What follows belongs to an exercise in optimizing a design on an open flow for small area, a short achievable clock period and few clock cycles per item; a production flow would make more cautious choices. Function was checked by simulation only, so behaviour that the tests miss may differ from the original. No activity file was given, so power comes from the tool's default toggle rates.

JK:
==> flow/design.v <==
`timescale 1ns / 1ps
module RV32I(
    input         clk,
    input         rst,
    output [31:0] imem_addr,
    input  [31:0] imem_rdata,
    output [31:0] dmem_addr,
    output        dmem_re,
    output        dmem_we,
    output [3:0]  dmem_wstrb,
    output [31:0] dmem_wdata,
    input  [31:0] dmem_rdata,
    output        wb_valid,
    output [4:0]  wb_rd,
    output [31:0] wb_data
    );
    reg  [31:0] pc_f;
    reg         kill_e;
    reg  [31:0] a_e, b_e, t_e;
    reg  [12:0] i_e;
    reg  [4:0]  rd_e;
    reg         wen_e, ld_e, st_e, br_e, p_e, jmp_e, sub_e;
    reg  [2:0]  f3_e;
    reg         s_add_e, s_lt_e, s_ltu_e, s_xor_e, s_or_e, s_and_e,
                s_sll_e, s_sr_e, s_sra_e, s_t_e;
    reg  [31:0] m_res, m_wdata;
    reg  [4:0]  m_rd;
    reg         m_wen, m_ld, m_re, m_we;
    reg  [3:0]  m_wstrb;
    reg  [2:0]  m_f3;
    reg  [31:0] l_res;
    reg  [4:0]  l_rd;
    reg         l_wen, l_ld;
    reg  [2:0]  l_f3;
    reg  [1:0]  l_alo;
    reg  [31:0] w_data;
    reg  [4:0]  w_rd;
    reg         w_wen;
    reg  [32*32-1:32] rfv;      
    assign imem_addr  = pc_f;
    assign dmem_addr  = m_res;
    assign dmem_re    = m_re;
    assign dmem_we    = m_we;
    assign dmem_wstrb = m_wstrb;
    assign dmem_wdata = m_wdata;
    assign wb_valid   = w_wen;
    assign wb_rd      = w_rd;
    assign wb_data    = w_data;
    wire [31:0] opa = a_e;
    wire [31:0] opb = b_e;
    wire [31:0] opt = t_e;
    wire [32:0] sum33 = {1'b0, opa} + {1'b0, opb ^ {32{sub_e}}} + {32'b0, sub_e};
    wire [31:0] sum = sum33[31:0];
    wire        ltu = ~sum33[32];
    wire        lt  = ltu ^ opa[31] ^ opb[31];
    wire        eq  = (opa == opb);
    wire [31:0] tadd = t_e + {{19{i_e[12]}}, i_e};
    reg  [31:0] sh_in, shl;
    integer k;
    always @(*) begin
        for (k = 0; k < 32; k = k + 1)
            sh_in[k] = s_sll_e ? opa[31-k] : opa[k];
    end
    wire [32:0] sh33 = $signed({s_sra_e & opa[31], sh_in}) >>> opb[4:0];
    wire [31:0] shr  = sh33[31:0];
    always @(*) begin
        for (k = 0; k < 32; k = k + 1)
            shl[k] = shr[31-k];
    end
    wire [31:0] res =
          ({32{s_add_e}} & sum)
        | ({32{s_lt_e}}  & {31'b0, lt})
        | ({32{s_ltu_e}} & {31'b0, ltu})
        | ({32{s_xor_e}} & (opa ^ opb))
        | ({32{s_or_e}}  & (opa | opb))
        | ({32{s_and_e}} & (opa & opb))
        | ({32{s_sll_e}} & shl)
        | ({32{s_sr_e}}  & shr)
        | ({32{s_t_e}}   & tadd);
    reg taken;
    always @(*) begin
        case (f3_e)
            3'b000:  taken = eq;
            3'b001:  taken = ~eq;
            3'b100:  taken = lt;
            3'b101:  taken = ~lt;
            3'b110:  taken = ltu;
            default: taken = ~ltu;
        endcase
    end
    wire redirect = ~kill_e & (jmp_e | (br_e & (taken ^ p_e)));
    wire [31:0] target = jmp_e ? {sum[31:1], 1'b0} : tadd;
    wire [31:0] st_data = f3_e[1] ? opt :
                          f3_e[0] ? {opt[15:0], opt[15:0]} :
                                    {4{opt[7:0]}};
    wire [3:0]  st_strb = f3_e[1] ? 4'b1111 :
                          f3_e[0] ? (sum[1] ? 4'b1100 : 4'b0011) :
                                    (4'b0001 << sum[1:0]);
    reg  [31:0] ld_val;
    wire [31:0] ld_sh = dmem_rdata >> {l_alo, 3'b000};
    always @(*) begin
        case (l_f3)
            3'b000:  ld_val = {{24{ld_sh[7]}},  ld_sh[7:0]};
            3'b001:  ld_val = {{16{ld_sh[15]}}, ld_sh[15:0]};
            3'b100:  ld_val = {24'b0, ld_sh[7:0]};
            3'b101:  ld_val = {16'b0, ld_sh[15:0]};
            default: ld_val = dmem_rdata;
        endcase
    end
    wire [31:0] l_val = l_ld ? ld_val : l_res;
    wire [31:0] ins = imem_rdata;
    wire [6:0] op  = ins[6:0];
    wire [2:0] f3  = ins[14:12];
    wire [4:0] rs1 = ins[19:15];
    wire [4:0] rs2 = ins[24:20];
    wire [4:0] rd  = ins[11:7];
    wire d_lui   = (op[6:2] == 5'b01101);
    wire d_auipc = (op[6:2] == 5'b00101);
    wire d_jal   = (op[6:2] == 5'b11011);
    wire d_jalr  = (op[6:2] == 5'b11001);
    wire d_br    = (op[6:2] == 5'b11000);
    wire d_ld    = (op[6:2] == 5'b00000);
    wire d_st    = (op[6:2] == 5'b01000);
    wire d_opi   = (op[6:2] == 5'b00100);
    wire d_op    = (op[6:2] == 5'b01100);
    wire d_alu   = d_op | d_opi;
    wire d_wen   = (d_lui | d_auipc | d_jal | d_jalr | d_ld | d_alu) & (rd != 5'd0);
    wire use1    = ~(d_lui | d_auipc | d_jal);
    wire use2    = d_op | d_br;           
    wire use2t   = d_st;                  
    wire [31:0] imm_i = {{20{ins[31]}}, ins[31:20]};
    wire [31:0] imm_s = {{20{ins[31]}}, ins[31:25], ins[11:7]};
    wire [31:0] imm_u = {ins[31:12], 12'b0};
    wire [31:0] imm_j = {{12{ins[31]}}, ins[19:12], ins[20], ins[30:21], 1'b0};
    wire [12:0] imm_b = {ins[31], ins[7], ins[30:25], ins[11:8], 1'b0};
    wire        d_bp  = d_br & ins[31];
    wire [13:0] bp_lo = {1'b0, pc_f[12:0]} + {1'b0, imm_b};
    wire [18:0] pc_hm = pc_f[31:13] - 19'd1;
    wire [31:0] bp_tgt = {bp_lo[13] ? pc_f[31:13] : pc_hm, bp_lo[12:0]};
    wire [31:0] imm   = d_st ? imm_s :
                        (d_lui | d_auipc) ? imm_u :
                        d_jal ? imm_j : imm_i;
    reg  [31:0] rf1, rf2;
    integer j;
    always @(*) begin
        rf1 = 32'd0;
        rf2 = 32'd0;
        for (j = 1; j < 32; j = j + 1) begin
            rf1 = rf1 | ({32{rs1 == j[4:0]}} & rfv[32*j +: 32]);
            rf2 = rf2 | ({32{rs2 == j[4:0]}} & rfv[32*j +: 32]);
        end
    end
    wire hz1   = use1 & m_ld & m_wen & (m_rd == rs1);
    wire hz2   = (use2 | use2t) & m_ld & m_wen & (m_rd == rs2);
    wire stall = hz1 | hz2;
    wire e_wen = wen_e & ~kill_e;
    wire a_m = use1 & e_wen & (rd_e == rs1);
    wire a_l = use1 & m_wen & (m_rd == rs1);
    wire a_w = use1 & l_wen & (l_rd == rs1);
    wire b_m = use2 & e_wen & (rd_e == rs2);
    wire b_l = use2 & m_wen & (m_rd == rs2);
    wire b_w = use2 & l_wen & (l_rd == rs2);
    wire t_m = use2t & e_wen & (rd_e == rs2);
    wire t_l = use2t & m_wen & (m_rd == rs2);
    wire t_w = use2t & l_wen & (l_rd == rs2);
    always @(posedge clk) begin
        if (rst)
            pc_f <= 32'd0;
        else if (redirect)
            pc_f <= target;
        else if (!stall)
            pc_f <= d_bp ? bp_tgt : pc_f + 32'd4;
        kill_e <= ~rst & redirect;
        if (rst || stall) begin
            wen_e <= 1'b0;
            ld_e  <= 1'b0;
            st_e  <= 1'b0;
            br_e  <= 1'b0;
            p_e   <= 1'b0;
            jmp_e <= 1'b0;
        end else begin
            wen_e <= d_wen;
            ld_e  <= d_ld;
            st_e  <= d_st;
            br_e  <= d_br;
            p_e   <= d_bp;
            jmp_e <= d_jal | d_jalr;
        end
        a_e   <= ({32{a_m}} & res) | ({32{~a_m & a_l}} & m_res) |
                 ({32{~a_m & ~a_l & a_w}} & l_val) |
                 ({32{~a_m & ~a_l & ~a_w}} &
                  ((d_jal | d_auipc) ? pc_f : d_lui ? 32'd0 : rf1));
        b_e   <= ({32{b_m}} & res) | ({32{~b_m & b_l}} & m_res) |
                 ({32{~b_m & ~b_l & b_w}} & l_val) |
                 ({32{~b_m & ~b_l & ~b_w}} & (use2 ? rf2 : imm));
        t_e   <= ({32{t_m}} & res) | ({32{~t_m & t_l}} & m_res) |
                 ({32{~t_m & ~t_l & t_w}} & l_val) |
                 ({32{~t_m & ~t_l & ~t_w}} & (d_st ? rf2 : pc_f));
        i_e   <= (d_br & ~d_bp) ? imm_b : 13'd4;
        rd_e  <= rd;
        f3_e  <= f3;
        sub_e <= d_br | (d_alu & (f3 == 3'b010 || f3 == 3'b011)) |
                 (d_op & (f3 == 3'b000) & ins[30]);
        s_add_e <= (~d_alu & ~d_jal & ~d_jalr) | (d_alu & (f3 == 3'b000));
        s_lt_e  <= d_alu & (f3 == 3'b010);
        s_ltu_e <= d_alu & (f3 == 3'b011);
        s_xor_e <= d_alu & (f3 == 3'b100);
        s_or_e  <= d_alu & (f3 == 3'b110);
        s_and_e <= d_alu & (f3 == 3'b111);
        s_sll_e <= d_alu & (f3 == 3'b001);
        s_sr_e  <= d_alu & (f3 == 3'b101);
        s_sra_e <= ins[30] & (f3 == 3'b101);
        s_t_e   <= d_jal | d_jalr;
        if (rst) begin
            m_wen <= 1'b0;
            m_ld  <= 1'b0;
            m_re  <= 1'b0;
            m_we  <= 1'b0;
        end else begin
            m_wen <= e_wen;
            m_ld  <= ld_e & ~kill_e;
            m_re  <= ld_e & ~kill_e;
            m_we  <= st_e & ~kill_e;
        end
        m_res   <= res;
        m_rd    <= rd_e;
        m_f3    <= f3_e;
        m_wdata <= st_data;
        m_wstrb <= st_strb;
        l_wen <= ~rst & m_wen;
        l_ld  <= m_ld;
        l_res <= m_res;
        l_rd  <= m_rd;
        l_f3  <= m_f3;
        l_alo <= m_res[1:0];
        w_wen  <= ~rst & l_wen;
        w_rd   <= l_rd;
        w_data <= l_val;
    end
    integer i;
    always @(posedge clk) begin
        for (i = 1; i < 32; i = i + 1)
            if (rst || (l_wen && l_rd == i[4:0]))
                rfv[32*i +: 32] <= rst ? 32'd0 : l_val;
    end
endmodule
clock: 11.0 ns
lec_check: 0
cap_margin: 20
core_margin: 2
core_utilization: 40
cts_buf_list: sky130_fd_sc_hd__clkbuf_4 sky130_fd_sc_hd__clkbuf_8
slew_margin: 20
standard.sh (not shown) runs the stock make flow with config.mk's settings and CLKGATE_MAP_FILE= SYNTH_SCRIPT=/design/flow/synth_recipe.tcl, a recipe that flattens the netlist after the stock synthesis.
==> flow/flow/run.sh <==
#!/bin/bash
# Layout flow: the standard synthesis, then the standard ORFS steps with
# two changes in how the layout is made:
#   - timing repair aims for a larger setup slack (SETUP_SLACK_MARGIN),
#   - the port buffers are buf_2 cells instead of the default pick.
# Each tool's output goes to a log file of its own in this folder.
set -euo pipefail
W=$(pwd)
MARGIN=${MARGIN:-7}

# standard synthesis, unchanged
bash standard.sh synth > synth.log 2>&1

# remaining steps
make -C "$FLOW_HOME" DESIGN_CONFIG="$FLOW_CONFIG" WORK_HOME="$W/orfs" \
  CLKGATE_MAP_FILE= SYNTH_SCRIPT="$W/synth_recipe.tcl" \
  SETUP_SLACK_MARGIN=$MARGIN \
  "BUFFER_PORTS_ARGS=-buffer_cell sky130_fd_sc_hd__buf_2" \
  finish > layout.log 2>&1

R="$W/orfs/results/$FLOW_PLATFORM/RV32I/base"
: # left out here: write the final layout as DEF
Testbench counts of JK, summed over its fixed seeds: cycles 81,095, instrs 73,713.
The inputs of MS differ from those of JK as listed below.
diff --git a/flow/design.v b/flow/design.v
--- a/flow/design.v
+++ b/flow/design.v
@@ -17,4 +17,5 @@
     reg  [31:0] pc_f;
     reg         kill_e;
+    reg         rst_q;      
     reg  [31:0] a_e, b_e, t_e;
     reg  [12:0] i_e;
@@ -24,4 +25,7 @@
     reg         s_add_e, s_lt_e, s_ltu_e, s_xor_e, s_or_e, s_and_e,
                 s_sll_e, s_sr_e, s_sra_e, s_t_e;
+    reg         fa_m, fa_l, fa_w, fa_r;
+    reg         fb_m, fb_l, fb_w, fb_r;
+    reg         ft_m, ft_l, ft_w, ft_r;
     reg  [31:0] m_res, m_wdata;
     reg  [4:0]  m_rd;
@@ -47,7 +51,10 @@
     assign wb_rd      = w_rd;
     assign wb_data    = w_data;
-    wire [31:0] opa = a_e;
-    wire [31:0] opb = b_e;
-    wire [31:0] opt = t_e;
+    wire [31:0] opa = ({32{fa_m}} & m_res) | ({32{fa_l}} & l_res) |
+                      ({32{fa_w}} & w_data) | ({32{fa_r}} & a_e);
+    wire [31:0] opb = ({32{fb_m}} & m_res) | ({32{fb_l}} & l_res) |
+                      ({32{fb_w}} & w_data) | ({32{fb_r}} & b_e);
+    wire [31:0] opt = ({32{ft_m}} & m_res) | ({32{ft_l}} & l_res) |
+                      ({32{ft_w}} & w_data) | ({32{ft_r}} & t_e);
     wire [32:0] sum33 = {1'b0, opa} + {1'b0, opb ^ {32{sub_e}}} + {32'b0, sub_e};
     wire [31:0] sum = sum33[31:0];
@@ -153,5 +160,5 @@
     wire hz1   = use1 & m_ld & m_wen & (m_rd == rs1);
     wire hz2   = (use2 | use2t) & m_ld & m_wen & (m_rd == rs2);
-    wire stall = hz1 | hz2;
+    wire stall = hz1 | hz2 | rst_q;
     wire e_wen = wen_e & ~kill_e;
     wire a_m = use1 & e_wen & (rd_e == rs1);
@@ -165,4 +172,5 @@
     wire t_w = use2t & l_wen & (l_rd == rs2);
     always @(posedge clk) begin
+        rst_q <= rst;
         if (rst)
             pc_f <= 32'd0;
@@ -187,14 +195,7 @@
             jmp_e <= d_jal | d_jalr;
         end
-        a_e   <= ({32{a_m}} & res) | ({32{~a_m & a_l}} & m_res) |
-                 ({32{~a_m & ~a_l & a_w}} & l_val) |
-                 ({32{~a_m & ~a_l & ~a_w}} &
-                  ((d_jal | d_auipc) ? pc_f : d_lui ? 32'd0 : rf1));
-        b_e   <= ({32{b_m}} & res) | ({32{~b_m & b_l}} & m_res) |
-                 ({32{~b_m & ~b_l & b_w}} & l_val) |
-                 ({32{~b_m & ~b_l & ~b_w}} & (use2 ? rf2 : imm));
-        t_e   <= ({32{t_m}} & res) | ({32{~t_m & t_l}} & m_res) |
-                 ({32{~t_m & ~t_l & t_w}} & l_val) |
-                 ({32{~t_m & ~t_l & ~t_w}} & (d_st ? rf2 : pc_f));
+        a_e   <= (d_jal | d_auipc) ? pc_f : d_lui ? 32'd0 : rf1;
+        b_e   <= use2 ? rf2 : imm;
+        t_e   <= d_st ? rf2 : pc_f;
         i_e   <= (d_br & ~d_bp) ? imm_b : 13'd4;
         rd_e  <= rd;
@@ -212,4 +213,16 @@
         s_sra_e <= ins[30] & (f3 == 3'b101);
         s_t_e   <= d_jal | d_jalr;
+        fa_m <= a_m;
+        fa_l <= ~a_m & a_l;
+        fa_w <= ~a_m & ~a_l & a_w;
+        fa_r <= ~a_m & ~a_l & ~a_w;
+        fb_m <= b_m;
+        fb_l <= ~b_m & b_l;
+        fb_w <= ~b_m & ~b_l & b_w;
+        fb_r <= ~b_m & ~b_l & ~b_w;
+        ft_m <= t_m;
+        ft_l <= ~t_m & t_l;
+        ft_w <= ~t_m & ~t_l & t_w;
+        ft_r <= ~t_m & ~t_l & ~t_w;
         if (rst) begin
             m_wen <= 1'b0;
@@ -241,6 +254,6 @@
     always @(posedge clk) begin
         for (i = 1; i < 32; i = i + 1)
-            if (rst || (l_wen && l_rd == i[4:0]))
-                rfv[32*i +: 32] <= rst ? 32'd0 : l_val;
+            if (rst_q || (l_wen && l_rd == i[4:0]))
+                rfv[32*i +: 32] <= rst_q ? 32'd0 : l_val;
     end
 endmodule
### Flow results
The number of buffers and inverters on the critical path of MS is lower than that of JK.
Comparing MS and JK, the higher global-route usage over all layers is on JK.
Diff JK -> MS | count of clock buffers in the final design | decrease of about 3.6%
For timing-limited maximum frequency, dividing the value from JK by the value from MS gives 1.06.
From JK to MS the numbers moved as follows: post-route fraction of the period consumed by the critical path increased 2.6 points, fraction of area in registers higher, number of search-and-repair iterations in the first detailed-routing pass lower, non-clock buffer count lower, post-route standard cell area excluding fillers went down.
MS against JK: combinational cell fraction of total power -1.8 points, fraction of power spent switching nets -0.40 points, vias after detailed routing -about 3.7%.
Testbench counts of MS, summed over its fixed seeds: cycles 81,143, instrs 73,713.

-- port drivers added, routing unchanged --
How much do the figures lean on ideal ports? The routed layouts below were timed once more, with nothing changed but the port constraints. Step 1 sets driving cells, clkbuf_16 on the clock port and buf_2 on the other inputs (assumed; they add their load-dependent delay and slew). Step 2, shift: input delay + t, output delay - t, t = (earliest + latest rising clock arrival at the registers) / 2. This alone moves slack from input paths to output paths. a / b / c = ideal ports / drivers / drivers and shift; a / b = the first two.
run | t, ns | setup slack, ns | hold slack, ns | pins driven straight from the clock port
JK | 1.080 | 6.665 / 6.596 / 5.515 | 0.329 / 0.329 / 0.329 | 1
MS | 1.080 | 6.383 / 6.383 / 5.456 | 0.326 / 0.326 / 0.326 | 1
After both steps every run listed still meets setup and hold. For JK, which loses most, drivers alone change the setup slack by -0.069 ns; drivers and shift together by -1.150 ns.
